From an optimization exercise on the open Yosys and OpenROAD flow, aimed at small area; shortcuts taken in it are not production practice.
The RTL was checked by simulation tests, not by an equivalence proof against the original design.
Power and IR drop assume default switching activity.

===== config.mk =====
export PLATFORM = sky130hd
export DESIGN_NAME = odu_count_gen_fifo
export DESIGN_NICKNAME = odu_count_gen_fifo
export VERILOG_FILES = /design/flow/design.v
export SDC_FILE = /design/flow/constraint.sdc
export NUM_CORES = 4
export LEC_CHECK = 0
export ABC_AREA = 1
export CAP_MARGIN = 20
export CORE_AREA = 4 4 276 276
export CTS_BUF_LIST = sky130_fd_sc_hd__clkbuf_4 sky130_fd_sc_hd__clkbuf_8
export CTS_CLUSTER_DIAMETER = 100
export CTS_CLUSTER_SIZE = 30
export DIE_AREA = 0 0 280 280
export PLACE_DENSITY = 0.6
export SLEW_MARGIN = 20

===== constraint.sdc =====
create_clock -name core_clock -period 6.0 [get_ports {clk}]
set_input_delay 1.2000 -clock core_clock [delete_from_list [all_inputs] [get_ports {clk}]]
set_output_delay 1.2000 -clock core_clock [all_outputs]
set_load 0.01 [all_outputs]

===== design.v =====
`timescale 1ns / 1ps
module fifo_control
    #(
        parameter ADDR_WIDTH = 3
    )
    (
        input   clk,
        input   reset,
        input   r_en,
        input   w_en,
        output  empty,
        output  full,
        output  [ADDR_WIDTH - 1: 0] w_addr,
        output  [ADDR_WIDTH - 1: 0] r_addr
    );
    reg  [ADDR_WIDTH: 0] w_ptr_reg;
    reg  [ADDR_WIDTH: 0] r_ptr_reg;
    always @(posedge clk) begin
        if (reset)
            w_ptr_reg <= 0;
        else if (w_en & !full)
            w_ptr_reg <= w_ptr_reg + 1'b1;
    end
    always @(posedge clk) begin
        if (reset)
            r_ptr_reg <= 0;
        else if (r_en & !empty)
            r_ptr_reg <= r_ptr_reg + 1'b1;
    end
    assign empty  = (r_ptr_reg == w_ptr_reg);
    assign full   = (w_ptr_reg[ADDR_WIDTH-1:0] == r_ptr_reg[ADDR_WIDTH-1:0]) &
                    (w_ptr_reg[ADDR_WIDTH] ^ r_ptr_reg[ADDR_WIDTH]);
    assign w_addr = w_ptr_reg[ADDR_WIDTH-1:0];
    assign r_addr = r_ptr_reg[ADDR_WIDTH-1:0];
endmodule
`timescale 1ns / 1ps
module fifo_dual_port_ram_simple
    #(
        parameter DATA_WIDTH = 384,
        parameter ADDR_WIDTH = 3
    )
    (
        input                        clk,
        input                        w_en,
        input                        reset,
        input   [ADDR_WIDTH - 1 : 0] w_addr,
        input   [ADDR_WIDTH - 1 : 0] r_addr,
        input   [DATA_WIDTH - 1 : 0] w_data,
        output  [DATA_WIDTH  -1 : 0] r_data,
        output                       r_filled    
    );
    reg [DATA_WIDTH - 1: 0] mem [0: 2**ADDR_WIDTH - 1];
    reg [2**ADDR_WIDTH - 1: 0] filled;
    assign r_data   = mem[r_addr];
    assign r_filled = filled[r_addr];
    always @(posedge clk) begin
        if (w_en)
            mem[w_addr] <= w_data;
    end
    always @(posedge clk) begin
        if (reset)
            filled <= 'd0;
        else if (w_en)
            filled[w_addr] <= 1'b1;
    end
endmodule
`timescale 1ns / 1ps
module fifo_syn_depth8
    #(
        parameter DATA_WIDTH = 384,
        parameter ADDR_WIDTH = 3
    )
    (
        input   clk,
        input   reset,
        input   w_en,
        input   r_en,
        input   [DATA_WIDTH - 1: 0] w_data,
        output  empty,
        output  full,
        output  [DATA_WIDTH -1: 0] r_data,
        output  r_filled
    );
    wire [ADDR_WIDTH - 1: 0] w_addr;
    wire [ADDR_WIDTH - 1: 0] r_addr;
    fifo_dual_port_ram_simple #(
        .DATA_WIDTH(DATA_WIDTH),
        .ADDR_WIDTH(ADDR_WIDTH)
        )
    fifo_dual_port_ram_instance(
        .clk     (clk),
        .reset   (reset),
        .w_en    (w_en & ~full),
        .w_addr  (w_addr),
        .r_addr  (r_addr),
        .w_data  (w_data),
        .r_data  (r_data),
        .r_filled(r_filled)
        );
    fifo_control #(
        .ADDR_WIDTH(ADDR_WIDTH)
        )
    fifo_control_instance(
        .clk     (clk),
        .reset   (reset),
        .r_en    (r_en),
        .w_en    (w_en),
        .empty   (empty),
        .full    (full),
        .w_addr  (w_addr),
        .r_addr  (r_addr)
        );
endmodule
`timescale 1ns / 1ps
module osu_gen_data(
        input           clk,
        input           rst,
        input           enable,
        output          osu_valid,
        input           step_gen,
        input           prev_valid,
        input  [1:0]    rsel,        
        output [7:0]    r_base,
        output          p1_hdr,      
        output          p1_zero,     
        output          p2_hdr,
        output          p2_zero
    );
    reg [1:0] count_packet;
    reg [7:0] payload_count_byte;
    reg       osu_valid_reg;
    reg [2:0] gen_count;             
    always @(posedge clk) begin
        if (rst) begin
            count_packet       <= 2'd0;
            payload_count_byte <= 8'hff;
            osu_valid_reg      <= 1'b0;
            gen_count          <= 3'd0;
        end else begin
            osu_valid_reg <= enable;
            if (enable) begin
                count_packet       <= count_packet + 2'd1;
                payload_count_byte <= payload_count_byte + ((count_packet == 2'd0) ? 8'd41 : 8'd48);
                if (gen_count != 3'd4)
                    gen_count <= gen_count + 3'd1;
            end
        end
    end
    assign osu_valid = osu_valid_reg;
    wire [1:0] cp_p = count_packet - {1'b0, step_gen};
    wire [2:0] g_p  = gen_count - {2'b00, step_gen};
    wire [1:0] cp1  = cp_p - {1'b0, prev_valid};
    function [7:0] stp;
        input [1:0] cp_before;
        stp = (cp_before == 2'd0) ? 8'd41 : 8'd48;
    endfunction
    wire [7:0] k = (step_gen ? stp(cp_p) : 8'd0)
                 + (prev_valid ? stp(cp1) : 8'd0)
                 + ((rsel == 2'd0) ? 8'd16 : (rsel == 2'd1) ? 8'd32 : stp(cp1 - 2'd1));
    assign r_base  = payload_count_byte - k;
    assign p1_hdr  = (cp1 == 2'd1);
    assign p2_hdr  = (cp1 == 2'd2);
    assign p1_zero = prev_valid ? (g_p <= 3'd1) : (g_p == 3'd0);
    assign p2_zero = prev_valid ? (g_p <= 3'd2) : (g_p <= 3'd1);
endmodule
`timescale 1ns / 1ps
module odu_gen_data(
        input           clk,
        input           rst,
        input           enable,
        output [13:0]   word_out,
        output          valid_gen_out,
        output [1:0]    mfas_out,       
        output [3:0]    hdr_row         
        );
    localparam [3:0]
        STATE_IDLE          = 4'd0,
        STATE_OSU_WAIT      = 4'd1,
        STATE_OVERHEAR_ROW1 = 4'd2,
        STATE_PAYLOAD_ROW1  = 4'd3,
        STATE_END_ROW1      = 4'd4,
        STATE_OVERHEAR_ROW2 = 4'd5,
        STATE_PAYLOAD_ROW2  = 4'd6,
        STATE_END_ROW2      = 4'd7,
        STATE_OVERHEAR_ROW3 = 4'd8,
        STATE_PAYLOAD_ROW3  = 4'd9,
        STATE_END_ROW3      = 4'd10,
        STATE_OVERHEAR_ROW1_FIRST = 4'd11;    
    reg [3:0]   state_reg;
    reg [6:0]   osu_count_reg;
    reg         osu_gen_enable_reg;
    reg         valid_gen_out_reg;
    reg [3:0]   odu_row_count_reg;
    reg         prev_osu_valid;      
    reg [3:0]  state_next;
    reg [6:0]  osu_count_next;
    reg        osu_gen_enable_next;
    reg        valid_next;
    reg [3:0]  row_next;
    always @* begin
        state_next          = state_reg;
        osu_count_next      = osu_count_reg;
        osu_gen_enable_next = osu_gen_enable_reg;
        valid_next          = 1'b1;
        row_next            = odu_row_count_reg;
        case (state_reg)
            STATE_IDLE: begin
                state_next          = STATE_OSU_WAIT;
                osu_gen_enable_next = 1'b1;
                osu_count_next      = 7'd0;
                valid_next          = 1'b0;
                row_next            = 4'd0;
            end
            STATE_OSU_WAIT: begin
                state_next = STATE_OVERHEAR_ROW1_FIRST;
                valid_next = 1'b0;
            end
            STATE_OVERHEAR_ROW1, STATE_OVERHEAR_ROW1_FIRST: begin
                state_next     = STATE_PAYLOAD_ROW1;
                osu_count_next = osu_count_reg + 7'd1;
                row_next       = odu_row_count_reg + 4'd1;
            end
            STATE_PAYLOAD_ROW1: begin
                osu_count_next = osu_count_reg + 7'd1;
                if (osu_count_reg == 7'd78) state_next = STATE_END_ROW1;
            end
            STATE_END_ROW1: begin
                osu_count_next = 7'd0;
                state_next     = STATE_OVERHEAR_ROW2;
            end
            STATE_OVERHEAR_ROW2: begin
                state_next     = STATE_PAYLOAD_ROW2;
                osu_count_next = osu_count_reg + 7'd1;
                row_next       = odu_row_count_reg + 4'd1;
            end
            STATE_PAYLOAD_ROW2: begin
                osu_count_next = osu_count_reg + 7'd1;
                if (osu_count_reg == 7'd78) begin
                    state_next          = STATE_END_ROW2;
                    osu_gen_enable_next = 1'b1;
                end
                if (osu_count_reg == 7'd77)
                    osu_gen_enable_next = 1'b0;
            end
            STATE_END_ROW2: begin
                osu_gen_enable_next = 1'b1;
                osu_count_next      = 7'd0;
                state_next          = STATE_OVERHEAR_ROW3;
            end
            STATE_OVERHEAR_ROW3: begin
                state_next     = STATE_PAYLOAD_ROW3;
                osu_count_next = osu_count_reg + 7'd1;
                row_next       = odu_row_count_reg + 4'd1;
            end
            STATE_PAYLOAD_ROW3: begin
                osu_gen_enable_next = 1'b1;
                osu_count_next      = osu_count_reg + 7'd1;
                if (osu_count_reg == 7'd78) begin
                    state_next          = STATE_END_ROW3;
                    osu_gen_enable_next = 1'b0;
                end
            end
            STATE_END_ROW3: begin
                osu_gen_enable_next = 1'b1;
                osu_count_next      = 7'd0;
                state_next          = STATE_OVERHEAR_ROW1;
            end
            default: begin
                state_next = STATE_IDLE;
                valid_next = valid_gen_out_reg;
            end
        endcase
    end
    wire osu_valid;
    always @(posedge clk) begin
        if (rst) begin
            valid_gen_out_reg  <= 1'b0;
            state_reg          <= STATE_IDLE;
            osu_count_reg      <= 7'd0;
            osu_gen_enable_reg <= 1'b0;
            odu_row_count_reg  <= 4'd0;
        end else if (enable) begin
            valid_gen_out_reg  <= valid_next;
            state_reg          <= state_next;
            osu_count_reg      <= osu_count_next;
            osu_gen_enable_reg <= osu_gen_enable_next;
            odu_row_count_reg  <= (odu_row_count_reg == 4'd12) ? 4'd0 : row_next;
        end else
            valid_gen_out_reg  <= 1'b0;
    end
    always @(posedge clk) begin
        if (enable)
            prev_osu_valid <= osu_valid;
    end
    wire step_gen = ~(state_reg == STATE_OSU_WAIT || state_reg == STATE_END_ROW2 ||
                      state_reg == STATE_OVERHEAR_ROW1);
    wire first    = (osu_count_reg == 7'd1);    
    wire [7:0]  r_base;
    reg  [1:0]  rsel;
    wire        p1_hdr, p1_zero, p2_hdr, p2_zero;
    osu_gen_data osu_gen_data_instance(
        .clk       (clk),
        .rst       (rst),
        .enable    (osu_gen_enable_reg & enable),
        .osu_valid (osu_valid),
        .step_gen  (step_gen),
        .prev_valid(prev_osu_valid),
        .rsel      (rsel),
        .r_base    (r_base),
        .p1_hdr    (p1_hdr),
        .p1_zero   (p1_zero),
        .p2_hdr    (p2_hdr),
        .p2_zero   (p2_zero)
    );
    function [1:0] pmode;
        input       hdr;
        input       zero;
        input [1:0] c;
        pmode = zero ? 2'd0 : ((c == 2'd2) && hdr) ? 2'd2 : 2'd1;
    endfunction
    wire [1:0] p1c1 = pmode(p1_hdr, p1_zero, 2'd1);
    wire [1:0] p1c2 = pmode(p1_hdr, p1_zero, 2'd2);
    wire [1:0] p2c0 = pmode(p2_hdr, p2_zero, 2'd0);
    wire [1:0] p2c1 = pmode(p2_hdr, p2_zero, 2'd1);
    wire [1:0] p2c2 = pmode(p2_hdr, p2_zero, 2'd2);
    localparam [1:0] SPEC = 2'd3;
    reg [5:0] modes;
    always @* begin
        modes = 6'd0;
        rsel  = 2'd0;
        case (state_reg)
            STATE_OSU_WAIT, STATE_OVERHEAR_ROW1_FIRST:           
                modes = {2'd0, 2'd3, 2'd0};
            STATE_PAYLOAD_ROW1:
                if (first) begin modes = {SPEC, p1c2, p1c1}; rsel = 2'd0; end    
                else       begin modes = {p2c0, p1c2, p1c1}; rsel = 2'd0; end    
            STATE_END_ROW1:      begin modes = {p2c0, p1c2, p1c1}; rsel = 2'd0; end
            STATE_OVERHEAR_ROW2: begin modes = {p2c0, p1c2, SPEC}; rsel = 2'd1; end    
            STATE_PAYLOAD_ROW2:
                if (first) begin modes = {SPEC, p2c1, p2c0}; rsel = 2'd2; end
                else       begin modes = {p2c2, p2c1, p2c0}; rsel = 2'd2; end
            STATE_END_ROW2:      begin modes = {p2c2, p2c1, p2c0}; rsel = 2'd2; end
            STATE_OVERHEAR_ROW3: begin modes = {p1c2, p1c1, SPEC}; rsel = 2'd0; end    
            STATE_PAYLOAD_ROW3:
                if (first) begin modes = {SPEC, p2c0, p1c2}; rsel = 2'd1; end
                else       begin modes = {p2c1, p2c0, p1c2}; rsel = 2'd1; end
            STATE_END_ROW3:      begin modes = {p2c1, p2c0, p1c2}; rsel = 2'd1; end
            STATE_OVERHEAR_ROW1: begin modes = {p2c1, p2c0, SPEC}; rsel = 2'd2; end    
            default:             modes = 6'd0;                      
        endcase
    end
    wire [3:0] row_sub_1 = odu_row_count_reg - 4'd1;
    assign mfas_out      = {row_sub_1[3], ~row_sub_1[3] & row_sub_1[2]};
    assign hdr_row       = row_sub_1;
    assign word_out      = {modes, r_base};
    assign valid_gen_out = valid_gen_out_reg;
endmodule
module odu_word_decode #(parameter HAS_ONES = 1) (
        input  [13:0]  word,
        input  [3:0]   hdr_row,       
        output [383:0] data,
        output         frame_start,
        output         row_start
        );
    wire [1:0] m2 = word[13:12], m1 = word[11:10], m0 = word[9:8];
    wire       ones = HAS_ONES ? (m1 == 2'd3) : 1'b0;
    wire [7:0] b0 = word[7:0];
    wire [7:0] b1 = (m0[0] ^ m0[1]) ? b0 - ((m0 == 2'd2) ? 8'd9 : 8'd16) : b0;
    wire [7:0] b2 = b1 - ((m1 == 2'd2) ? 8'd9 : 8'd16);
    odu_chunk_decode #(.KIND(2)) chunk2 (
        .b(b2), .row(hdr_row), .ones(ones), .en_lo(m2[0] ^ m2[1]), .en_hi(m2[0] & ~m2[1]),
        .spec(m2[0] & m2[1]), .d(data[383:256]));
    odu_chunk_decode #(.KIND(0)) chunk1 (
        .b(b1), .row(4'd0), .ones(ones), .en_lo(m1[0] ^ m1[1]), .en_hi(m1[0] & ~m1[1]),
        .spec(1'b0), .d(data[255:128]));
    odu_chunk_decode #(.KIND(1)) chunk0 (
        .b(b0), .row(4'd0), .ones(ones), .en_lo(m0[0] ^ m0[1]), .en_hi(m0[0] & ~m0[1]),
        .spec(m0[0] & m0[1]), .d(data[127:0]));
    assign row_start   = m2[0] & m2[1];
    assign frame_start = row_start & ~hdr_row[1] & ~hdr_row[0];
endmodule
module odu_chunk_decode #(parameter KIND = 0) (
        input  [7:0]   b,
        input  [3:0]   row,
        input          ones,
        input          en_lo,
        input          en_hi,
        input          spec,
        output [127:0] d
        );
    function lt;
        input [3:0] x;
        input [3:0] c;
        input integer n;
        integer i;
        begin
            lt = 1'b0;
            for (i = 0; i < n; i = i + 1)
                lt = c[i] ? (~x[i] | lt) : (~x[i] & lt);
        end
    endfunction
    function cbit;
        input [3:0] bb;
        input integer j;
        input integer p;
        reg   [3:0] n;
        reg   [7:0] mf;
        begin
            if (KIND == 1)
                cbit = (p == 0 || p == 3 || p == 4 || p == 7);
            else if (KIND == 2) begin
                n  = {bb[1] & bb[0], bb[1] ^ bb[0], ~bb[0]};
                mf = {bb[3], bb[2], {6{bb[3] & bb[2]}}};
                if (j == 1)
                    cbit = (~bb[1] & ~bb[0]) ? mf[p] : n[p % 4];
                else
                    cbit = n[p % 4];
            end else
                cbit = 1'b0;
        end
    endfunction
    wire [3:0] h   = b[7:4];
    wire [3:0] hm1 = {h[3] ^ ~(h[2] | h[1] | h[0]), h[2] ^ ~(h[1] | h[0]), h[1] ^ ~h[0], ~h[0]};
    genvar j, p;
    generate
        for (j = 0; j < 16; j = j + 1) begin : g_byte
            wire en = (j < 9) ? en_lo : en_hi;
            for (p = 0; p < 8; p = p + 1) begin : g_bit
                wire raw0, raw1, sel;
                if (p >= 4) begin : g_hi
                    assign raw0 = h[p - 4];
                    assign raw1 = hm1[p - 4];
                    assign sel  = lt(b[3:0], j, 4);
                end else begin : g_lo
                    assign raw0 = b[p] ^ ((j >> p) & 1);
                    assign raw1 = ~b[p] ^ ((j >> p) & 1);
                    assign sel  = lt(b[3:0], j, p);
                end
                wire c  = cbit(row, j, p);
                wire g0 = ones | (en & raw0) | (spec & c);
                wire g1 = ones | (en & raw1) | (spec & c);
                assign d[8*j + p] = sel ? g1 : g0;
            end
        end
    endgenerate
endmodule
`timescale 1ns / 1ps
module odu_count_reg(
        input   clk,
        input   rst,
        input   enable_chid,
        input   chid_type,
        output  enable_gen_data
    );
    reg [16:0] value_count_reg;
    assign enable_gen_data = chid_type ? (value_count_reg >= 17'd9373)
                                       : (value_count_reg >= 17'd74984);
    always @(posedge clk) begin
        if (rst)
            value_count_reg <= 17'd0;
        else if (enable_chid) begin
            if (enable_gen_data)
                value_count_reg <= value_count_reg - (chid_type ? 17'd9373 : 17'd74984);
            else
                value_count_reg <= value_count_reg + (chid_type ? 17'd7 : 17'd9);
        end
    end
endmodule
`timescale 1ns / 1ps
module odu_count_gen_fifo(
    input           clk,
    input           rst,
    input           enable_chid,
    input           type_chid,
    input           fifo_read_enable,
    output          fifo_empty,
    output [394:0]  fifo_data_out,
    output [383:0]  data_chid,
    output          data_valid_chid
    );
    wire         enable_gen_data;
    wire [13:0]  word;
    wire [3:0]   hdr_row;
    wire         valid;
    wire [1:0]   mfas;
    wire [17:0]  fifo_entry;        
    wire         empty;
    wire         fifo_filled;
    wire [17:0]  fifo_word;         
    odu_count_reg odu_count_reg_instance(
        .clk             (clk),
        .rst             (rst),
        .enable_chid     (enable_chid),
        .chid_type       (type_chid),
        .enable_gen_data (enable_gen_data)
    );
    odu_gen_data odu_gen_data_instance(
        .clk           (clk),
        .rst           (rst),
        .enable        (enable_gen_data),
        .word_out      (word),
        .valid_gen_out (valid),
        .mfas_out      (mfas),
        .hdr_row       (hdr_row)
    );
    fifo_syn_depth8 #(
        .DATA_WIDTH(18),
        .ADDR_WIDTH(1)
        )
    fifo_syn_depth8_instace (
        .clk    (clk),
        .reset  (rst),
        .w_en   (valid),
        .r_en   (fifo_read_enable & ~empty),
        .w_data ({mfas, hdr_row[1:0], word}),
        .empty  (empty),
        .full   (),
        .r_data (fifo_entry),
        .r_filled(fifo_filled)
        );
    assign fifo_word = {fifo_entry[17:16] & {2{fifo_filled}}, fifo_entry[15:14],
                        fifo_entry[13:8] & {6{fifo_filled}}, fifo_entry[7:0]};
    wire fifo_frame_start, fifo_row_start;
    odu_word_decode data_decode(
        .word        (word),
        .hdr_row     (hdr_row),
        .data        (data_chid),
        .frame_start (),
        .row_start   ()
    );
    odu_word_decode #(.HAS_ONES(0)) fifo_decode(
        .word        (fifo_word[13:0]),
        .hdr_row     (fifo_word[17:14]),
        .data        (fifo_data_out[393:10]),
        .frame_start (fifo_frame_start),
        .row_start   (fifo_row_start)
    );
    assign fifo_data_out[394]   = |fifo_word[13:8];
    assign fifo_data_out[9]     = fifo_frame_start;
    assign fifo_data_out[8]     = fifo_row_start;
    assign fifo_data_out[7:0]   = {fifo_word[17:16], 6'd0};
    assign fifo_empty           = empty;
    assign data_valid_chid      = valid;
endmodule

===== flow/run.sh =====
#!/bin/bash
# The standard flow with two changes:
#  - after the standard synthesis, the combinational cells are re-mapped for
#    area (remap.sh); the flip-flops are left exactly as synthesis made them;
#  - the port buffers use the smallest buffer cell (sky130_fd_sc_hd__buf_1).
set -euo pipefail
export BUFFER_PORTS_ARGS="-buffer_cell sky130_fd_sc_hd__buf_1"
RES=orfs/results/${FLOW_PLATFORM:-sky130hd}/odu_count_gen_fifo/base
bash standard.sh synth > log_1_standard_synth.txt 2>&1
cp $RES/1_2_yosys.v 1_2_yosys_standard.v
bash flow/remap.sh 1_2_yosys_standard.v 1_2_yosys_remap.v log_2_remap_yosys.txt
cp 1_2_yosys_remap.v $RES/1_2_yosys.v
touch $RES/1_2_yosys.v
bash standard.sh > log_3_standard_finish.txt 2>&1

===== flow/remap.sh =====
#!/bin/bash
# remap.sh IN.v OUT.v LOG
# Re-maps the combinational cells of the standard synthesis netlist IN.v for
# area with ABC's area mapper, keeping every flip-flop instance (name, cell
# type, connections and the names of the nets its Q pin drives) unchanged.
set -euo pipefail
IN=$1; OUT=$2; LOG=$3
FLOW=${FLOW_HOME:-/OpenROAD-flow-scripts/flow}
LIB=$FLOW/platforms/sky130hd/lib/sky130_fd_sc_hd__tt_025C_1v80.lib
YOSYS=$(command -v yosys || echo /OpenROAD-flow-scripts/tools/install/yosys/bin/yosys)
SEQ=$(grep -o 'sky130_fd_sc_hd__[a-z0-9_]*' $IN | sort -u | grep -E '__(e?s?df|dl|sdl|edf)' | tr '\n' ' ')
DU=""
for c in $(grep -o 'sky130_fd_sc_hd__\(lpflow_[a-z0-9_]*\|probe[a-z_0-9]*\)' $LIB | sort -u); do DU="$DU -dont_use $c"; done
A="strash;dch,-f;amap;topo"
cat > ${OUT%.v}.ys <<EOY
read_liberty -ignore_miss_func $LIB
read_verilog $IN
hierarchy -top odu_count_gen_fifo
blackbox $SEQ
flatten
rename -hide w:_*_.*
opt_clean
stat -liberty $LIB
abc -liberty $LIB $DU -script +$A;$A;$A;$A
read_liberty -lib -overwrite $LIB
splitnets
opt_clean -purge
hilomap -singleton -hicell sky130_fd_sc_hd__conb_1 HI -locell sky130_fd_sc_hd__conb_1 LO
insbuf -buf sky130_fd_sc_hd__buf_4 A X
check -assert
stat -liberty $LIB
write_verilog -noattr -nohex -nodec $OUT
EOY
$YOSYS -s ${OUT%.v}.ys > $LOG 2>&1

===== standard.sh =====
#!/bin/bash
# synth_recipe.tcl (not shown) runs the flow's synth.tcl, then flattens the netlist and writes it again
# the make line also repeats each setting of config.mk as NAME=value (left out here)
make -C /OpenROAD-flow-scripts/flow DESIGN_CONFIG=/design/flow/config.mk WORK_HOME=/design/flow/orfs CLKGATE_MAP_FILE= SYNTH_SCRIPT=/design/flow/synth_recipe.tcl "${@:-finish}"

==> results of run 1 <==
==> metrics by stage <==
stage               std cells  power, mW  utilization, %
finish                   4041      11.91           30.75
global route             4041      12.54           30.75
CTS                      4009      10.65           28.44
detailed placement       3928      8.686           25.04
global placement         3928      8.724           25.03
floorplan                2118      5.305               -
==> worst paths after layout <==
path	from	endpoint	slack, ns	depth (start not counted)
setup / recovery	odu_gen_data_instance.state_reg[1]	data_chid[359]	-0.44	38
hold / removal	flip-flop	odu_gen_data_instance.prev_osu_valid	0.41	0
setup reg to reg	odu_count_reg_instance.value_count_reg[4]	odu_count_reg_instance.value_count_reg[16]	0.64	32
hold reg to reg	flip-flop	odu_gen_data_instance.prev_osu_valid	0.41	0
==> cell usage in the layout (no fill, tap or decap), types with 35 or more instances in the layout <==
cell and n:
buf_1 561, nor2_1 330, buf_4 294, o22ai_1 265
clkinv_1 195, o21ai_0 150, buf_6 140, buf_2 132
nand2_1 106, o22ai_2 79, nor2_4 69, a21oi_1 55
dfxtp_1 51, o22a_1 38, edfxtp_1 37, nor3_1 35
==> area by class of cell <==
class                           count  share of cell area [%]
Clock inverter                      7                  0.4336
Multi-Input combinational cell   1504                   45.72
Inverter                          287                   6.031
Tap cell                          959                   5.330
Timing Repair Buffer             1183                   32.05
Sequential cell                    92                   9.883
Clock buffer                        9                  0.5503
==> worst max-delay path, delay by kind of cell (launching register included) <==
family / cells / cell delay, ns
AND/OR/NAND/NOR: 19 / 2.03
AO/OA/AOI/OAI: 8 / 1.39
flip-flops: 1 / 0.37
buffers and inverters: 11 / 1.04
==> repair_timing <==
item	in CTS	in global routing
hold buffers	0	0
pin swaps	116	121
resized for setup	555	454
buffers inserted	70	47
endpoints found under the setup margin	317	399
==> where the power goes <==
group          switching [mW]  internal, mW
clock                   0.255         0.237
combinational            6.39          4.26
sequential             0.0407         0.719
total                    6.69          5.22
==> metal layers <==
| metal | GRT usage, % | vias up |
|---|---|---|
| met2 | 37.20 | 1089 |
| li1 | - | 9385 |
| met1 | 25.45 | 9644 |
| met3 | 5.051 | 199 |
| met5 | 0 | - |
| met4 | 7.122 | 2 |
==> run summary, run 1 <==
* Status: failed layout checks
* Violated Checks: setup timing
* Slew headroom at 18.33%
* Initial antenna violation count at 1
* CTS sink count at 92
* Area occupied by registers at 2225 um2
* Worst slack at placement at -0.3022 ns
* CTS tree: yes
* Final worst slack at -0.4399 ns
* First-pass DRT Iterations at 6
* First DRT Iteration DRCs at 1506
* Yosys warns at 8
* Fin area at 22510 um2
* Area of the multi-input gates at 10290 um2
* Min Clock Period, post-route at 6.440 ns
* Nets at 3082
* Clk buf depth at 2
* Layout Skew at 0.01839 ns
* DIE AREA at 78400 um2
* Initial Util at 17.52%
* Cell Pwr Density at 529.0 nW/um2
* Total Routed Length at 91690 um
* CP arrival at 5.24 ns
* Layout cell share with drive strength beyond 1 at 35.27%
* Top layer in use: met5
* DIE WIDTH at 280 um
* CP max FO at 7
* DR WL met2 at 44280 um
* Slowest CP cell: dfxtp_4
* CP Launch Type: flip-flop
* CP most frequent cell: nor2_4
* Crit. End Element: output port
* Netlist Area Pre-Place at 12830 um2
* Final setup viols at 162
* FMAX at 155.3 MHz
* Antenna diode count at 0
* Antenna viol nets, final at 0
* First-pass GRT wire length at 126700 um
* Placed Area at 18330 um2
* Mean area per synthesized cell at 6.071 um2
* Clock root cell: clkbuf_8
* Critical path type: flip-flop to output port
* Cells after Synth at 2113
* P&R area growth vs syn at 75.49%
* Total GRT Usage at 21.20%
* Congestion Overflow GR at 0
* GP Congestion at 1.002
* Least-Margin Pin Slew at 1.212 ns
* Unrepaired setup endpoints after global routing: true
* Crit-path max cell delay at 0.37 ns
* Hold/Removal Path Class: flip-flop to flip-flop
* Peak supply drop at 397.3 uV
* Clock latency on the worst-skew pair at 0.39 ns
* Final Hold Fails at 0
* H-tree depth at 3
* Fin Hold WS at 0.4146 ns
* Vias at 20320
* Wire per inst at 22.69 um
* Port buffer count at 779
* Wl on met1 at 35480 um
* Total CTS buffers at 9
* Vias in the first global route at 18780
* DR vias/cell at 5.028
* Clock transition at the registers of the reported paths at 0.09 ns
* Number of fill cells at 7997
* Leakage Power at 8.506 nW
* Site Rows at 99
* Pin count of the biggest net entering global routing at 41
* Max reg flops at 36
* Max-cap viol count at 0
* Tcrit/Tclk final at 107.3%
* Top Ports at 786
* Hpwl dp at 73460 um
* Final slew viol count at 0
* Core Box Area at 73210 um2
* DRC viols at 0
* Metal3 WL at 7729 um
* Worst path required time at 4.80 ns
* DIE HEIGHT at 280 um
* Final TNS setup at -37.03 ns
==> run 2: changes to the inputs <==
--- a/config.mk
+++ b/config.mk
@@ -9,6 +9,5 @@
 export CAP_MARGIN = 20
 export CORE_AREA = 4 4 276 276
-export CTS_BUF_LIST = sky130_fd_sc_hd__clkbuf_4 sky130_fd_sc_hd__clkbuf_8
-export CTS_CLUSTER_DIAMETER = 100
+export CTS_BUF_LIST = sky130_fd_sc_hd__clkbuf_8
 export CTS_CLUSTER_SIZE = 30
 export DIE_AREA = 0 0 280 280
==> run summary, run 2 <==
* Status: failed layout checks (unchanged)
* Violated Checks: setup timing (unchanged)
* Yosys warns at 8 (unchanged)
* WP buf/inv at 11 (unchanged)
* DRC viols at 0 (unchanged)
* Least-Margin Pin Slew at 1.212 ns (unchanged)
* DIE AREA at 78400 um2 (unchanged)
* Slew headroom at 18.33% (unchanged)
* Cell Pwr Density at 529.0 nW/um2 (unchanged)
* Final slew viol count at 0 (unchanged)
* Core Box Area at 73210 um2 (unchanged)
* Crit-path leading delay family: simple AND/OR/NAND/NOR gates (unchanged)
* H-tree depth at 3 (unchanged)
* Leakage Power at 8.506 nW (unchanged)
* Initial Util at 17.52% (unchanged)
* Antenna viol nets, final at 0 (unchanged)
* Fin area at 22510 um2 (unchanged)
* DR vias/cell at 5.028 (unchanged)
* CP arrival at 5.24 ns (about the same)
* Worst path required time at 4.80 ns (about the same)
* Wl on met1 at 35480 um (unchanged)
* Placed Area at 18330 um2 (unchanged)
* Initial antenna violation count at 1 (unchanged)
* GP Congestion at 1.002 (unchanged)
* Top layer in use: met5 (unchanged)
* Clk buf depth at 2 (unchanged)
* Nets at 3082 (unchanged)
* Wire per inst at 22.69 um (unchanged)
* Cells after Synth at 2113 (unchanged)
* Final Hold Fails at 0 (unchanged)
* Crit. End Element: output port (unchanged)
* DR WL met2 at 44280 um (unchanged)
* Slowest CP cell: dfxtp_4 (unchanged)
* Clock transition at the registers of the reported paths at 0.09 ns (about the same)
* First-pass DRT Iterations at 6 (unchanged)
* Mean area per synthesized cell at 6.071 um2 (unchanged)
* Most common cell after layout, fill and taps aside: buf_1 (unchanged)
* Clock latency on the worst-skew pair at 0.39 ns (about the same)
* Final TNS setup at -37.03 ns (unchanged)
* Top Ports at 786 (unchanged)
* Area of the multi-input gates at 10290 um2 (unchanged)
* CP Launch Type: flip-flop (unchanged)
* Tcrit/Tclk final at 107.3% (unchanged)
* Number of fill cells at 7997 (unchanged)
* Area occupied by registers at 2225 um2 (unchanged)
* Clock root cell: clkbuf_8 (unchanged)
* Max-cap viol count at 0 (unchanged)
* Vias at 20320 (unchanged)
* Layout Skew at 0.01839 ns (unchanged)
* Total CTS buffers at 9 (unchanged)
* Hpwl dp at 73460 um (unchanged)
* Critical path type: flip-flop to output port (unchanged)
* Peak supply drop at 397.3 uV (unchanged)
* Site Rows at 99 (unchanged)
* Vias in the first global route at 18780 (unchanged)
* DIE WIDTH at 280 um (unchanged)
* Layout cell share with drive strength beyond 1 at 35.27% (unchanged)
* CP max FO at 7 (unchanged)
* Final std cells w/o fill at 4041 (unchanged)
* Dpl cells at 3928 (unchanged)
* Netlist Area Pre-Place at 12830 um2 (unchanged)
* Min Clock Period, post-route at 6.440 ns (unchanged)
* Worst slack at placement at -0.3022 ns (unchanged)
* Pin count of the biggest net entering global routing at 41 (unchanged)
* Congestion Overflow GR at 0 (unchanged)
* Final worst slack at -0.4399 ns (unchanged)
* Unrepaired setup endpoints after global routing: true (unchanged)
* Most frequent cells in the layout: 561 x buf_1, 330 x nor2_1, 294 x buf_4, 265 x o22ai_1, 195 x clkinv_1 (unchanged)
* Total Routed Length at 91690 um (unchanged)
* Max reg flops at 36 (unchanged)
* FF-to-FF Start: odu_count_reg_instance.value_count_reg[4] (unchanged)
* Antenna diode count at 0 (unchanged)
* FMAX at 155.3 MHz (unchanged)
* CP startpoint: odu_gen_data_instance.state_reg[1] (unchanged)
* P&R area growth vs syn at 75.49% (unchanged)
* Crit-path max cell delay at 0.37 ns (about the same)
* CTS tree: yes (unchanged)
* Metal3 WL at 7729 um (unchanged)
* First-pass GRT wire length at 126700 um (unchanged)
* Total GRT Usage at 21.20% (unchanged)
* Hold/Removal Path Class: flip-flop to flip-flop (unchanged)
* CTS sink count at 92 (unchanged)
* Port buffer count at 779 (unchanged)
* DIE HEIGHT at 280 um (unchanged)
* First DRT Iteration DRCs at 1506 (unchanged)
* Final setup viols at 162 (unchanged)
* CP most frequent cell: nor2_4 (unchanged)
-- run 2: cell counts in the layout (fill, tap and decap cells not counted) --
Identical to the previous run, type by type.
-- run 2: path summary, 6_finish.rpt --
path | slack [ns] | cells after the start | endpoint
setup reg to reg | 0.64 | 32 | odu_count_reg_instance.value_count_reg[16]
hold reg to reg | 0.41 | 0 | odu_gen_data_instance.prev_osu_valid
setup / recovery | -0.44 | 38 | data_chid[359]
hold / removal | 0.41 | 0 | odu_gen_data_instance.prev_osu_valid
-- run 2: routing by layer --
| metal | GRT usage, % | up-vias |
|---|---|---|
| met4 | 7.122 | 2 |
| li1 | - | 9385 |
| met2 | 37.20 | 1089 |
| met3 | 5.051 | 199 |
| met1 | 25.45 | 9644 |
| met5 | 0 | - |
-- run 2: timing repair --
item / CTS / global route
resized for setup: 555 / 454
pin swaps: 116 / 121
endpoints found under the setup margin: 317 / 399
setup buffers: 70 / 47
hold buffers: 0 / 0
-- run 2: report_power, final --
group          internal (mW)  total (mW)  switching, mW
Combinational           4.26        10.7           6.39
Clock                  0.237       0.491          0.255
Sequential             0.719       0.759         0.0407
Total                   5.22        11.9           6.69
-- run 2: cell type report --
type | instances | area share (%)
Multi-Input combinational cell | 1504 | 45.72
Tap cell | 959 | 5.330
Sequential cell | 92 | 9.883
Timing Repair Buffer | 1183 | 32.05
Clock inverter | 7 | 0.4336
Clock buffer | 9 | 0.5503
Inverter | 287 | 6.031
-- run 2: metrics by stage --
step | utilization, % | power [mW] | hold slack, ns
after floorplan | - | 5.305 | 0.3855
after global placement | 25.03 | 8.724 | 0.3983
after global routing | 30.75 | 12.54 | 0.4325
after CTS | 28.44 | 10.65 | 0.4185
after detailed placement | 25.04 | 8.686 | 0.3966
final | 30.75 | 11.91 | 0.4146
==> run 3: changes to the inputs <==
--- a/design.v
+++ b/design.v
@@ -117,9 +117,6 @@
         input           rst,
         input           enable,
-        output          osu_valid,
-        input           step_gen,
-        input           prev_valid,
         input  [1:0]    rsel,        
-        output [7:0]    r_base,
+        output [7:0]    r_base,      
         output          p1_hdr,      
         output          p1_zero,     
@@ -129,38 +126,65 @@
     reg [1:0] count_packet;
     reg [7:0] payload_count_byte;
-    reg       osu_valid_reg;
-    reg [2:0] gen_count;             
+    reg       osu_valid;
+    reg [1:0] gen_count;             
     always @(posedge clk) begin
         if (rst) begin
             count_packet       <= 2'd0;
             payload_count_byte <= 8'hff;
-            osu_valid_reg      <= 1'b0;
-            gen_count          <= 3'd0;
+            osu_valid          <= 1'b0;
+            gen_count          <= 2'd0;
         end else begin
-            osu_valid_reg <= enable;
+            osu_valid <= enable;
             if (enable) begin
                 count_packet       <= count_packet + 2'd1;
                 payload_count_byte <= payload_count_byte + ((count_packet == 2'd0) ? 8'd41 : 8'd48);
-                if (gen_count != 3'd4)
-                    gen_count <= gen_count + 3'd1;
+                if (gen_count != 2'd3)
+                    gen_count <= gen_count + 2'd1;
             end
         end
     end
-    assign osu_valid = osu_valid_reg;
-    wire [1:0] cp_p = count_packet - {1'b0, step_gen};
-    wire [2:0] g_p  = gen_count - {2'b00, step_gen};
-    wire [1:0] cp1  = cp_p - {1'b0, prev_valid};
-    function [7:0] stp;
-        input [1:0] cp_before;
-        stp = (cp_before == 2'd0) ? 8'd41 : 8'd48;
-    endfunction
-    wire [7:0] k = (step_gen ? stp(cp_p) : 8'd0)
-                 + (prev_valid ? stp(cp1) : 8'd0)
-                 + ((rsel == 2'd0) ? 8'd16 : (rsel == 2'd1) ? 8'd32 : stp(cp1 - 2'd1));
+    wire [1:0] cp1 = osu_valid ? count_packet - 2'd1 : count_packet;
+    reg [7:0] k;
+    always @*
+        case ({rsel, osu_valid, count_packet})
+            5'b00_0_00: k = 8'd16;
+            5'b00_0_01: k = 8'd16;
+            5'b00_0_10: k = 8'd16;
+            5'b00_0_11: k = 8'd16;
+            5'b00_1_00: k = 8'd64;
+            5'b00_1_01: k = 8'd57;
+            5'b00_1_10: k = 8'd64;
+            5'b00_1_11: k = 8'd64;
+            5'b01_0_00: k = 8'd32;
+            5'b01_0_01: k = 8'd32;
+            5'b01_0_10: k = 8'd32;
+            5'b01_0_11: k = 8'd32;
+            5'b01_1_00: k = 8'd80;
+            5'b01_1_01: k = 8'd73;
+            5'b01_1_10: k = 8'd80;
+            5'b01_1_11: k = 8'd80;
+            5'b10_0_00: k = 8'd48;
+            5'b10_0_01: k = 8'd41;
+            5'b10_0_10: k = 8'd48;
+            5'b10_0_11: k = 8'd48;
+            5'b10_1_00: k = 8'd96;
+            5'b10_1_01: k = 8'd89;
+            5'b10_1_10: k = 8'd89;
+            5'b10_1_11: k = 8'd96;
+            5'b11_0_00: k = 8'd64;
+            5'b11_0_01: k = 8'd57;
+            5'b11_0_10: k = 8'd64;
+            5'b11_0_11: k = 8'd64;
+            5'b11_1_00: k = 8'd112;
+            5'b11_1_01: k = 8'd105;
+            5'b11_1_10: k = 8'd105;
+            5'b11_1_11: k = 8'd112;
+            default: k = 8'd0;
+        endcase
     assign r_base  = payload_count_byte - k;
     assign p1_hdr  = (cp1 == 2'd1);
     assign p2_hdr  = (cp1 == 2'd2);
-    assign p1_zero = prev_valid ? (g_p <= 3'd1) : (g_p == 3'd0);
-    assign p2_zero = prev_valid ? (g_p <= 3'd2) : (g_p <= 3'd1);
+    assign p1_zero = osu_valid ? (gen_count <= 2'd1) : (gen_count == 2'd0);
+    assign p2_zero = osu_valid ? (gen_count <= 2'd2) : (gen_count <= 2'd1);
 endmodule
 `timescale 1ns / 1ps
@@ -185,15 +209,43 @@
         STATE_OVERHEAR_ROW3 = 4'd8,
         STATE_PAYLOAD_ROW3  = 4'd9,
-        STATE_END_ROW3      = 4'd10,
-        STATE_OVERHEAR_ROW1_FIRST = 4'd11;    
+        STATE_END_ROW3      = 4'd10;
     reg [3:0]   state_reg;
     reg [6:0]   osu_count_reg;
-    reg         osu_gen_enable_reg;
+    wire        osu_gen_enable_reg;
     reg         valid_gen_out_reg;
     reg [3:0]   odu_row_count_reg;
-    reg         prev_osu_valid;      
+    reg [13:0]  word_reg;
+    reg         word_set;        
+    wire [7:0]  r_base;
+    reg  [1:0]  rsel;
+    wire        p1_hdr, p1_zero, p2_hdr, p2_zero;
+    assign osu_gen_enable_reg = ~(state_reg == STATE_IDLE || state_reg == STATE_END_ROW3 ||
+                                  (state_reg == STATE_PAYLOAD_ROW2 && osu_count_reg == 7'd78));
+    osu_gen_data osu_gen_data_instance(
+        .clk     (clk),
+        .rst     (rst),
+        .enable  (osu_gen_enable_reg & enable),
+        .rsel    (rsel),
+        .r_base  (r_base),
+        .p1_hdr  (p1_hdr),
+        .p1_zero (p1_zero),
+        .p2_hdr  (p2_hdr),
+        .p2_zero (p2_zero)
+    );
+    function [1:0] pmode;
+        input       hdr;
+        input       zero;
+        input [1:0] c;
+        pmode = zero ? 2'd0 : ((c == 2'd2) && hdr) ? 2'd2 : 2'd1;
+    endfunction
+    wire [1:0] p1c1 = pmode(p1_hdr, p1_zero, 2'd1);
+    wire [1:0] p1c2 = pmode(p1_hdr, p1_zero, 2'd2);
+    wire [1:0] p2c0 = pmode(p2_hdr, p2_zero, 2'd0);
+    wire [1:0] p2c1 = pmode(p2_hdr, p2_zero, 2'd1);
+    wire [1:0] p2c2 = pmode(p2_hdr, p2_zero, 2'd2);
+    localparam [1:0] SPEC = 2'd3;
+    reg [13:0] word_next;
     reg [3:0]  state_next;
     reg [6:0]  osu_count_next;
-    reg        osu_gen_enable_next;
     reg        valid_next;
     reg [3:0]  row_next;
@@ -201,26 +253,29 @@
         state_next          = state_reg;
         osu_count_next      = osu_count_reg;
-        osu_gen_enable_next = osu_gen_enable_reg;
         valid_next          = 1'b1;
         row_next            = odu_row_count_reg;
+        word_next           = word_reg;
+        rsel                = 2'd0;
         case (state_reg)
             STATE_IDLE: begin
                 state_next          = STATE_OSU_WAIT;
-                osu_gen_enable_next = 1'b1;
                 osu_count_next      = 7'd0;
                 valid_next          = 1'b0;
                 row_next            = 4'd0;
+                word_next           = {2'd0, 2'd3, 10'd0};
             end
             STATE_OSU_WAIT: begin
-                state_next = STATE_OVERHEAR_ROW1_FIRST;
+                state_next = STATE_OVERHEAR_ROW1;
                 valid_next = 1'b0;
             end
-            STATE_OVERHEAR_ROW1, STATE_OVERHEAR_ROW1_FIRST: begin
+            STATE_OVERHEAR_ROW1: begin
                 state_next     = STATE_PAYLOAD_ROW1;
                 osu_count_next = osu_count_reg + 7'd1;
                 row_next       = odu_row_count_reg + 4'd1;
+                word_next      = {SPEC, p1c2, p1c1, 8'd0}; rsel = 2'd1;
             end
             STATE_PAYLOAD_ROW1: begin
                 osu_count_next = osu_count_reg + 7'd1;
+                word_next      = {p2c0, p1c2, p1c1, 8'd0}; rsel = 2'd1;
                 if (osu_count_reg == 7'd78) state_next = STATE_END_ROW1;
             end
@@ -228,4 +283,5 @@
                 osu_count_next = 7'd0;
                 state_next     = STATE_OVERHEAR_ROW2;
+                word_next      = {p2c0, p1c2, SPEC, 8'd0}; rsel = 2'd1;
             end
             STATE_OVERHEAR_ROW2: begin
@@ -233,18 +289,16 @@
                 osu_count_next = osu_count_reg + 7'd1;
                 row_next       = odu_row_count_reg + 4'd1;
+                word_next      = {SPEC, p2c1, p2c0, 8'd0}; rsel = 2'd3;
             end
             STATE_PAYLOAD_ROW2: begin
                 osu_count_next = osu_count_reg + 7'd1;
-                if (osu_count_reg == 7'd78) begin
-                    state_next          = STATE_END_ROW2;
-                    osu_gen_enable_next = 1'b1;
-                end
-                if (osu_count_reg == 7'd77)
-                    osu_gen_enable_next = 1'b0;
+                word_next      = {p2c2, p2c1, p2c0, 8'd0}; rsel = 2'd3;
+                if (osu_count_reg == 7'd78)
+                    state_next = STATE_END_ROW2;
             end
             STATE_END_ROW2: begin
-                osu_gen_enable_next = 1'b1;
                 osu_count_next      = 7'd0;
                 state_next          = STATE_OVERHEAR_ROW3;
+                word_next           = {p1c2, p1c1, SPEC, 8'd0}; rsel = 2'd0;
             end
             STATE_OVERHEAR_ROW3: begin
@@ -252,17 +306,16 @@
                 osu_count_next = osu_count_reg + 7'd1;
                 row_next       = odu_row_count_reg + 4'd1;
+                word_next      = {SPEC, p2c0, p1c2, 8'd0}; rsel = 2'd2;
             end
             STATE_PAYLOAD_ROW3: begin
-                osu_gen_enable_next = 1'b1;
                 osu_count_next      = osu_count_reg + 7'd1;
-                if (osu_count_reg == 7'd78) begin
-                    state_next          = STATE_END_ROW3;
-                    osu_gen_enable_next = 1'b0;
-                end
+                word_next           = {p2c1, p2c0, p1c2, 8'd0}; rsel = 2'd2;
+                if (osu_count_reg == 7'd78)
+                    state_next = STATE_END_ROW3;
             end
             STATE_END_ROW3: begin
-                osu_gen_enable_next = 1'b1;
                 osu_count_next      = 7'd0;
                 state_next          = STATE_OVERHEAR_ROW1;
+                word_next           = {p2c1, p2c0, SPEC, 8'd0}; rsel = 2'd2;
             end
             default: begin
@@ -272,5 +325,14 @@
         endcase
     end
-    wire osu_valid;
+    always @(posedge clk) begin
+        if (enable)
+            word_reg <= {word_next[13:8], r_base};    
+    end
+    always @(posedge clk) begin
+        if (rst)
+            word_set <= 1'b0;
+        else if (enable)
+            word_set <= 1'b1;
+    end
     always @(posedge clk) begin
         if (rst) begin
@@ -278,5 +340,4 @@
             state_reg          <= STATE_IDLE;
             osu_count_reg      <= 7'd0;
-            osu_gen_enable_reg <= 1'b0;
             odu_row_count_reg  <= 4'd0;
         end else if (enable) begin
@@ -284,74 +345,12 @@
             state_reg          <= state_next;
             osu_count_reg      <= osu_count_next;
-            osu_gen_enable_reg <= osu_gen_enable_next;
             odu_row_count_reg  <= (odu_row_count_reg == 4'd12) ? 4'd0 : row_next;
         end else
             valid_gen_out_reg  <= 1'b0;
     end
-    always @(posedge clk) begin
-        if (enable)
-            prev_osu_valid <= osu_valid;
-    end
-    wire step_gen = ~(state_reg == STATE_OSU_WAIT || state_reg == STATE_END_ROW2 ||
-                      state_reg == STATE_OVERHEAR_ROW1);
-    wire first    = (osu_count_reg == 7'd1);    
-    wire [7:0]  r_base;
-    reg  [1:0]  rsel;
-    wire        p1_hdr, p1_zero, p2_hdr, p2_zero;
-    osu_gen_data osu_gen_data_instance(
-        .clk       (clk),
-        .rst       (rst),
-        .enable    (osu_gen_enable_reg & enable),
-        .osu_valid (osu_valid),
-        .step_gen  (step_gen),
-        .prev_valid(prev_osu_valid),
-        .rsel      (rsel),
-        .r_base    (r_base),
-        .p1_hdr    (p1_hdr),
-        .p1_zero   (p1_zero),
-        .p2_hdr    (p2_hdr),
-        .p2_zero   (p2_zero)
-    );
-    function [1:0] pmode;
-        input       hdr;
-        input       zero;
-        input [1:0] c;
-        pmode = zero ? 2'd0 : ((c == 2'd2) && hdr) ? 2'd2 : 2'd1;
-    endfunction
-    wire [1:0] p1c1 = pmode(p1_hdr, p1_zero, 2'd1);
-    wire [1:0] p1c2 = pmode(p1_hdr, p1_zero, 2'd2);
-    wire [1:0] p2c0 = pmode(p2_hdr, p2_zero, 2'd0);
-    wire [1:0] p2c1 = pmode(p2_hdr, p2_zero, 2'd1);
-    wire [1:0] p2c2 = pmode(p2_hdr, p2_zero, 2'd2);
-    localparam [1:0] SPEC = 2'd3;
-    reg [5:0] modes;
-    always @* begin
-        modes = 6'd0;
-        rsel  = 2'd0;
-        case (state_reg)
-            STATE_OSU_WAIT, STATE_OVERHEAR_ROW1_FIRST:           
-                modes = {2'd0, 2'd3, 2'd0};
-            STATE_PAYLOAD_ROW1:
-                if (first) begin modes = {SPEC, p1c2, p1c1}; rsel = 2'd0; end    
-                else       begin modes = {p2c0, p1c2, p1c1}; rsel = 2'd0; end    
-            STATE_END_ROW1:      begin modes = {p2c0, p1c2, p1c1}; rsel = 2'd0; end
-            STATE_OVERHEAR_ROW2: begin modes = {p2c0, p1c2, SPEC}; rsel = 2'd1; end    
-            STATE_PAYLOAD_ROW2:
-                if (first) begin modes = {SPEC, p2c1, p2c0}; rsel = 2'd2; end
-                else       begin modes = {p2c2, p2c1, p2c0}; rsel = 2'd2; end
-            STATE_END_ROW2:      begin modes = {p2c2, p2c1, p2c0}; rsel = 2'd2; end
-            STATE_OVERHEAR_ROW3: begin modes = {p1c2, p1c1, SPEC}; rsel = 2'd0; end    
-            STATE_PAYLOAD_ROW3:
-                if (first) begin modes = {SPEC, p2c0, p1c2}; rsel = 2'd1; end
-                else       begin modes = {p2c1, p2c0, p1c2}; rsel = 2'd1; end
-            STATE_END_ROW3:      begin modes = {p2c1, p2c0, p1c2}; rsel = 2'd1; end
-            STATE_OVERHEAR_ROW1: begin modes = {p2c1, p2c0, SPEC}; rsel = 2'd2; end    
-            default:             modes = 6'd0;                      
-        endcase
-    end
     wire [3:0] row_sub_1 = odu_row_count_reg - 4'd1;
     assign mfas_out      = {row_sub_1[3], ~row_sub_1[3] & row_sub_1[2]};
     assign hdr_row       = row_sub_1;
-    assign word_out      = {modes, r_base};
+    assign word_out      = {word_reg[13:8] & {6{word_set}}, word_reg[7:0]};
     assign valid_gen_out = valid_gen_out_reg;
 endmodule
@@ -365,6 +364,6 @@
     wire [1:0] m2 = word[13:12], m1 = word[11:10], m0 = word[9:8];
     wire       ones = HAS_ONES ? (m1 == 2'd3) : 1'b0;
-    wire [7:0] b0 = word[7:0];
-    wire [7:0] b1 = (m0[0] ^ m0[1]) ? b0 - ((m0 == 2'd2) ? 8'd9 : 8'd16) : b0;
+    wire [7:0] b1 = word[7:0];
+    wire [7:0] b0 = b1 + ((m0 == 2'd2) ? 8'd9 : 8'd16);
     wire [7:0] b2 = b1 - ((m1 == 2'd2) ? 8'd9 : 8'd16);
     odu_chunk_decode #(.KIND(2)) chunk2 (
@@ -454,6 +453,6 @@
     );
     reg [16:0] value_count_reg;
-    assign enable_gen_data = chid_type ? (value_count_reg >= 17'd9373)
-                                       : (value_count_reg >= 17'd74984);
+    wire [17:0] value_sub_y = {1'b0, value_count_reg} - (chid_type ? 18'd9373 : 18'd74984);
+    assign enable_gen_data = ~value_sub_y[17];
     always @(posedge clk) begin
         if (rst)
@@ -461,5 +460,5 @@
         else if (enable_chid) begin
             if (enable_gen_data)
-                value_count_reg <= value_count_reg - (chid_type ? 17'd9373 : 17'd74984);
+                value_count_reg <= value_sub_y[16:0];
             else
                 value_count_reg <= value_count_reg + (chid_type ? 17'd7 : 17'd9);
==> run summary, run 3 <==
* Worst slack at placement at 0.6113 ns (was -0.3022 ns)
* FMAX at 174.0 MHz (was 155.3 MHz)
* DR WL met2 at 40230 um (was 44280 um)
* Wl on met1 at 36060 um (was 35480 um)
* CTS hold repair buffers at 0 (unchanged)
* H-tree depth at 3 (unchanged)
* FF-to-FF Start: odu_count_reg_instance.value_count_reg[0] (was odu_count_reg_instance.value_count_reg[4])
* Hold_sp: odu_gen_data_instance.osu_count_reg[6]
* Worst path required time at 4.80 ns (about the same)
* Metal3 WL at 9702 um (was 7729 um)
* CTS tree: yes (unchanged)
* Hold/Removal Path Class: flip-flop to flip-flop (unchanged)
* Mean area per synthesized cell at 6.190 um2 (was 6.071 um2)
* CP max FO at 6 (was 7)
* CP arrival at 4.55 ns (was 5.24 ns)
* Total Routed Length at 92420 um (was 91690 um)
* Final Hold Fails at 0 (unchanged)
* Clock transition at the registers of the reported paths at 0.11 ns (was 0.09 ns)
* Total CTS buffers at 9 (unchanged)
* Cell Pwr Density at 75.55 nW/um2 (was 529.0 nW/um2)
* Fin Hold WS at 0.4692 ns (was 0.4146 ns)
* Crit-path max cell delay at 0.48 ns (was 0.37 ns)
* Area of the multi-input gates at 7672 um2 (was 10290 um2)
* CP Launch Type: flip-flop (unchanged)
* Placed Area at 16360 um2 (was 18330 um2)
* Area occupied by registers at 2582 um2 (was 2225 um2)
* Top layer in use: met4 (was met5)
* Layout cell share with drive strength beyond 1 at 6.494% (was 35.27%)
* Max reg flops at 36 (unchanged)
* Pin count of the biggest net entering global routing at 33 (was 41)
* Status: complete, no violations (was failed layout checks)
* Most frequent cells in the layout: 706 x buf_1, 429 x nor2_1, 392 x o22ai_1, 299 x clkinv_1, 186 x o21ai_0 (was 561 x buf_1, 330 x nor2_1, 294 x buf_4, 265 x o22ai_1, 195 x clkinv_1)
* DIE HEIGHT at 280 um (unchanged)
* Clock latency on the worst-skew pair at 0.39 ns (about the same)
* Site Rows at 99 (unchanged)
* Peak supply drop at 94.83 uV (was 397.3 uV)
* Most common cell after layout, fill and taps aside: buf_1 (unchanged)
* Number of fill cells at 8560 (was 7997)
* DIE WIDTH at 280 um (unchanged)
* Final slew viol count at 0 (unchanged)
* Final TNS setup at 0 ns (was -37.03 ns)
* Top Ports at 786 (unchanged)
* Hpwl dp at 76750 um (was 73460 um)
* Antenna diode count at 0 (unchanged)
* Initial Util at 17.80% (was 17.52%)
* GP Congestion at 1.037 (was 1.002)
* DIE AREA at 78400 um2 (unchanged)
* WHS Path Cells at 1 (was 0)
* Fin area at 16610 um2 (was 22510 um2)
* Crit. End Element: output port (unchanged)
* Vias in the first global route at 17080 (was 18780)
* Vias at 19220 (was 20320)
* Final setup viols at 0 (was 162)
* CTS sink count at 104 (was 92)
* Layout Skew at 0.01679 ns (was 0.01839 ns)
* Final worst slack at 0.2520 ns (was -0.4399 ns)
* CP most frequent cell: nor2_1 (was nor2_4)
* Congestion Overflow GR at 0 (unchanged)
* First DRT Iteration DRCs at 1970 (was 1506)
* Clk buf depth at 2 (unchanged)
* Cells along the critical path: clkinv_1 > o22ai_1 > nor2_1 > buf_4 > nor2_1 > clkinv_1 > nor2_1 > nand2_1 > o21ai_0 > clkinv_1 > nor2b_1 > nand2_1 > a21oi_1 > nor2_1 > nor2_2 > buf_4 > o22ai_1 > buf_4
* Antenna viol nets, final at 0 (unchanged)
* Wire per inst at 24.98 um (was 22.69 um)
* Initial antenna violation count at 3 (was 1)
* Final Core Density at 22.69% (was 30.75%)
* First-pass DRT Iterations at 5 (was 6)
* P&R area growth vs syn at 27.49% (was 75.49%)
* First-pass GRT wire length at 125900 um (was 126700 um)
* Port buffer count at 779 (unchanged)
* Total GRT Usage at 21.71% (was 21.20%)
* Netlist Area Pre-Place at 13030 um2 (was 12830 um2)
* Slowest CP cell: o22ai_1 (was dfxtp_4)
* DRC viols at 0 (unchanged)
* Nets at 2741 (was 3082)
* Max-cap viol count at 0 (unchanged)
* Least-Margin Pin Slew at 1.210 ns (was 1.212 ns)
* Slew headroom at 19.33% (was 18.33%)
* R2r worst-path depth at 20 (was 32)
* Yosys warns at 8 (unchanged)
* Tcrit/Tclk final at 95.80% (was 107.3%)
* Core Box Area at 73210 um2 (unchanged)
* Min Clock Period, post-route at 5.748 ns (was 6.440 ns)
* Leakage Power at 5.364 nW (was 8.506 nW)
* Cells after Synth at 2105 (was 2113)
* DR vias/cell at 5.194 (was 5.028)
* Critical path type: flip-flop to output port (unchanged)
* Clock root cell: clkbuf_8 (unchanged)
## run 3: area by class of cell
class                           count  share of cell area, %
Clock inverter                      7                 0.4745
Multi-Input combinational cell   1472                  46.19
Clock buffer                        9                 0.7457
Inverter                          299                  6.779
Sequential cell                   104                  15.55
Tap cell                          959                  7.223
Timing Repair Buffer              850                  23.05
## run 3: metrics by stage
step	power [mW]	cells
5_1_grt	1.312	3700
6_report	1.255	3700
3_3_place_gp	0.8117	3683
3_5_place_dp	0.8124	3683
2_1_floorplan	0.7986	2110
4_1_cts	1.275	3699
## run 3: worst max-delay path, delay by kind of cell, from the launching register on
kind | cells | cell delay [ns]
buf+inv | 6 | 1.13
simple gates | 8 | 1.49
compound gates | 4 | 1.14
flops | 1 | 0.37
## run 3: power breakdown
| group | leakage (nW) | switching (mW) | internal (mW) | total [mW] |
|---|---|---|---|---|
| registers | 0.877 | 0.00482 | 0.741 | 0.746 |
| logic | 4.39 | 0.0332 | 0.0171 | 0.0503 |
| clock network | 0.0994 | 0.262 | 0.197 | 0.459 |
## run 3: timing repair
item,in CTS,in global routing
endpoints found under the setup margin,0,28
endpoints found under the hold margin,0,0
gates resized for setup,0,10
buffers inserted,0,0
## run 3: final timing paths
check	endpoint	slack, ns
min	odu_gen_data_instance.osu_count_reg[6]	0.47
max	fifo_data_out[57]	0.25
min reg2reg	odu_gen_data_instance.osu_count_reg[6]	0.47
max reg2reg	flip-flop	1.67
## run 3: per-layer routing
layer / vias to the layer above / global-route usage (%)
li1: 8656 / -
met3: 247 / 6.557
met5: - / 0
met2: 1355 / 34.12
met4: 0 / 11.83
met1: 8959 / 26.63

port drivers added, routing unchanged:
Ports are ideal in the flow. The routed layouts listed here were re-timed in OpenROAD. Step 1: set_driving_cell puts a clkbuf_16 on clk and a buf_2 on each other input, an assumption about the parent block. Step 2 moves the port delays by t, midway between the first and last clock arrival at a register: inputs arrive t later, outputs are due t later. That takes back most of the time a late clock gives input paths. a / b / c = ideal / step 1 / step 2; a / b = the first two.
run	shift t [ns]	setup WS [ns]	hold WS [ns]	worst setup path at the end
run 1	0.418	-0.440 / -0.476 / -0.058	0.415 / 0.415 / 0.415	register to output
run 2	0.418	-0.440 / -0.476 / -0.058	0.415 / 0.415 / 0.415	register to output
run 3	0.429	0.252 / 0.209 / 0.580	0.469 / 0.469 / 0.469	input to register
